This design comes from an exercise in tuning for small area and a short achievable clock period on the open sky130 flow, not from production work. In this exercise RTL edits were held to simulation tests only and were not proved equivalent to the original.

==> module sha_pipe, before the edit <==
module sha_pipe #(
    parameter RA = 0,        
    parameter PA = 1,        
    parameter SA = 1         
) (
    output wire [255:0] hash,
    input  wire         clk,
    input  wire [511:0] msg       
);
    localparam [255:0] IV = {
        32'h5be0cd19, 32'h1f83d9ab, 32'h9b05688c, 32'h510e527f,
        32'ha54ff53a, 32'h3c6ef372, 32'hbb67ae85, 32'h6a09e667
    };
    localparam [31:0] IV0 = IV[ 31:  0], IV1 = IV[ 63: 32], IV2 = IV[ 95: 64], IV3 = IV[127: 96];
    localparam [31:0] IV4 = IV[159:128], IV5 = IV[191:160], IV6 = IV[223:192], IV7 = IV[255:224];
    localparam [31:0] K0 = 32'h428a2f98, K1 = 32'h71374491, K2 = 32'hb5c0fbcf;
    localparam [31:0] S1_0 = {IV4[5:0], IV4[31:6]} ^ {IV4[10:0], IV4[31:11]} ^ {IV4[24:0], IV4[31:25]};
    localparam [31:0] S0_0 = {IV0[1:0], IV0[31:2]} ^ {IV0[12:0], IV0[31:13]} ^ {IV0[21:0], IV0[31:22]};
    localparam [31:0] CH_0 = (IV4 & IV5) | (~IV4 & IV6);
    localparam [31:0] MJ_0 = (IV0 & IV1) | (IV0 & IV2) | (IV1 & IV2);
    localparam [31:0] T1_0 = IV7 + S1_0 + CH_0 + K0;
    localparam [31:0] CA   = T1_0 + S0_0 + MJ_0;
    localparam [31:0] CE   = T1_0 + IV3;
    reg [256*32-1:0] rst;
    reg [512*32-1:0] rw;
    wire [31:0] m0 = msg[31:0], m1 = msg[63:32], m2 = msg[95:64];
    wire [31:0] a1_0, e1_0, hkw1_0, hkw2_0, a2_0, e2_0;
    sha_cpa #(.ARCH(RA)) p0a (.sum(a1_0),   .x(m0), .y(CA));
    sha_cpa #(.ARCH(RA)) p0e (.sum(e1_0),   .x(m0), .y(CE));
    sha_cpa #(.ARCH(PA)) p0h (.sum(hkw1_0), .x(m1), .y(IV6 + K1));
    sha_cpa #(.ARCH(PA)) p1h (.sum(hkw2_0), .x(m2), .y(IV5 + K2));
    sha_round #(.ARCH(RA)) r1 (.a_n(a2_0), .e_n(e2_0), .a(a1_0), .b(IV0), .c(IV1), .d(IV2),
                               .e(e1_0), .f(IV4), .g(IV5), .hkw(hkw1_0));
    wire [31:0] w16_0, w17_0, w18_0;
    sha_sched #(.ARCH(SA)) sw16 (.w16(w16_0), .w0(msg[ 31:  0]), .w1(msg[ 63: 32]), .w9(msg[319:288]), .w14(msg[479:448]));
    sha_sched #(.ARCH(SA)) sw17 (.w16(w17_0), .w0(msg[ 63: 32]), .w1(msg[ 95: 64]), .w9(msg[351:320]), .w14(msg[511:480]));
    sha_sched #(.ARCH(SA)) sw18 (.w16(w18_0), .w0(msg[ 95: 64]), .w1(msg[127: 96]), .w9(msg[383:352]), .w14(w16_0));
    always @(posedge clk) begin
        rst[256*1 +: 256] <= {hkw2_0, IV4, e1_0, e2_0, IV1, IV0, a1_0, a2_0};
        rw [512*1 +: 512] <= {w18_0, w17_0, w16_0, msg[511:96]};
    end
    genvar j;
    generate
        for (j = 1; j < 32; j = j + 1) begin : stg
            wire [255:0] st_n, hs;
            wire [511:0] ww_n;
            sha_stage #(.J(j), .RA(RA), .PA(PA), .SA(SA)) s (
                .st_n(st_n), .ww_n(ww_n), .hash(hs),
                .st(rst[256*j +: 256]), .ww(rw[512*j +: 512]));
            if (j < 31) begin : reg_next
                always @(posedge clk) begin
                    rst[256*(j+1) +: 256] <= st_n;
                    rw [512*(j+1) +: 512] <= ww_n;
                end
            end else begin : out
                assign hash = hs;
            end
        end
    endgenerate
endmodule
Settings: LEC_CHECK=0, ABC_AREA=1, CAP_MARGIN=40, CORE_MARGIN=2, CORE_UTILIZATION=35, CTS_CLUSTER_SIZE=20, PLACE_DENSITY=0.45, SLEW_MARGIN=40; clock period 22.0 ns.
run.sh (not shown) runs the stock make flow with config.mk's settings and CLKGATE_MAP_FILE= SYNTH_SCRIPT=/design/flow/synth_recipe.tcl, a recipe that flattens the netlist after the stock synthesis.
The baseline finished but fails on antenna violations.
Change:
--- a/flow/design.v
+++ b/flow/design.v
@@ -213,11 +213,11 @@
             assign hash = {h7, h6, h5, e2, h3, h2, h1, a2};
         end
     endgenerate
 endmodule
 module sha_pipe #(
-    parameter RA = 0,        
+    parameter RA = 2,        
     parameter PA = 1,        
     parameter SA = 1         
 ) (
     output wire [255:0] hash,
     input  wire         clk,
=> The new run ran to the end with violations: antenna violations. Fmax rose by 10%. Non-clock buffer count is lower by 1132. Cell count drops by 3.3%. Setup slack gets better by 1100 ps. Core utilization fell by 0.28 points. First-iteration DRC count decreases by 4.0%. Global-route usage fell by 4.7 points.

==> static timing again, ports no longer ideal <==
Ports are ideal in the flow. The routed layouts listed here were re-timed in OpenROAD.
Step 1, drivers: a clkbuf_16 drives inPort_clk and a buf_2 each remaining input, both assumed.
Step 2 moves the port delays by t, midway between the first and last clock arrival at a register: inputs arrive t later, outputs are due t later. That takes back most of the time a late clock gives input paths.
Three values: ideal ports, drivers, drivers and shift; two values: the first two.
run | t, ns | setup WS [ns] | hold WS [ns] | worst setup path after step 2 | cell pins on the clock port's net
the first run | 2.109 | 10.808 / 10.808 / 10.808 | 0.245 / 0.245 / 0.245 | register to register | 1
the second run | 1.996 | 11.868 / 11.868 / 11.868 | 0.150 / 0.150 / 0.150 | register to register | 1
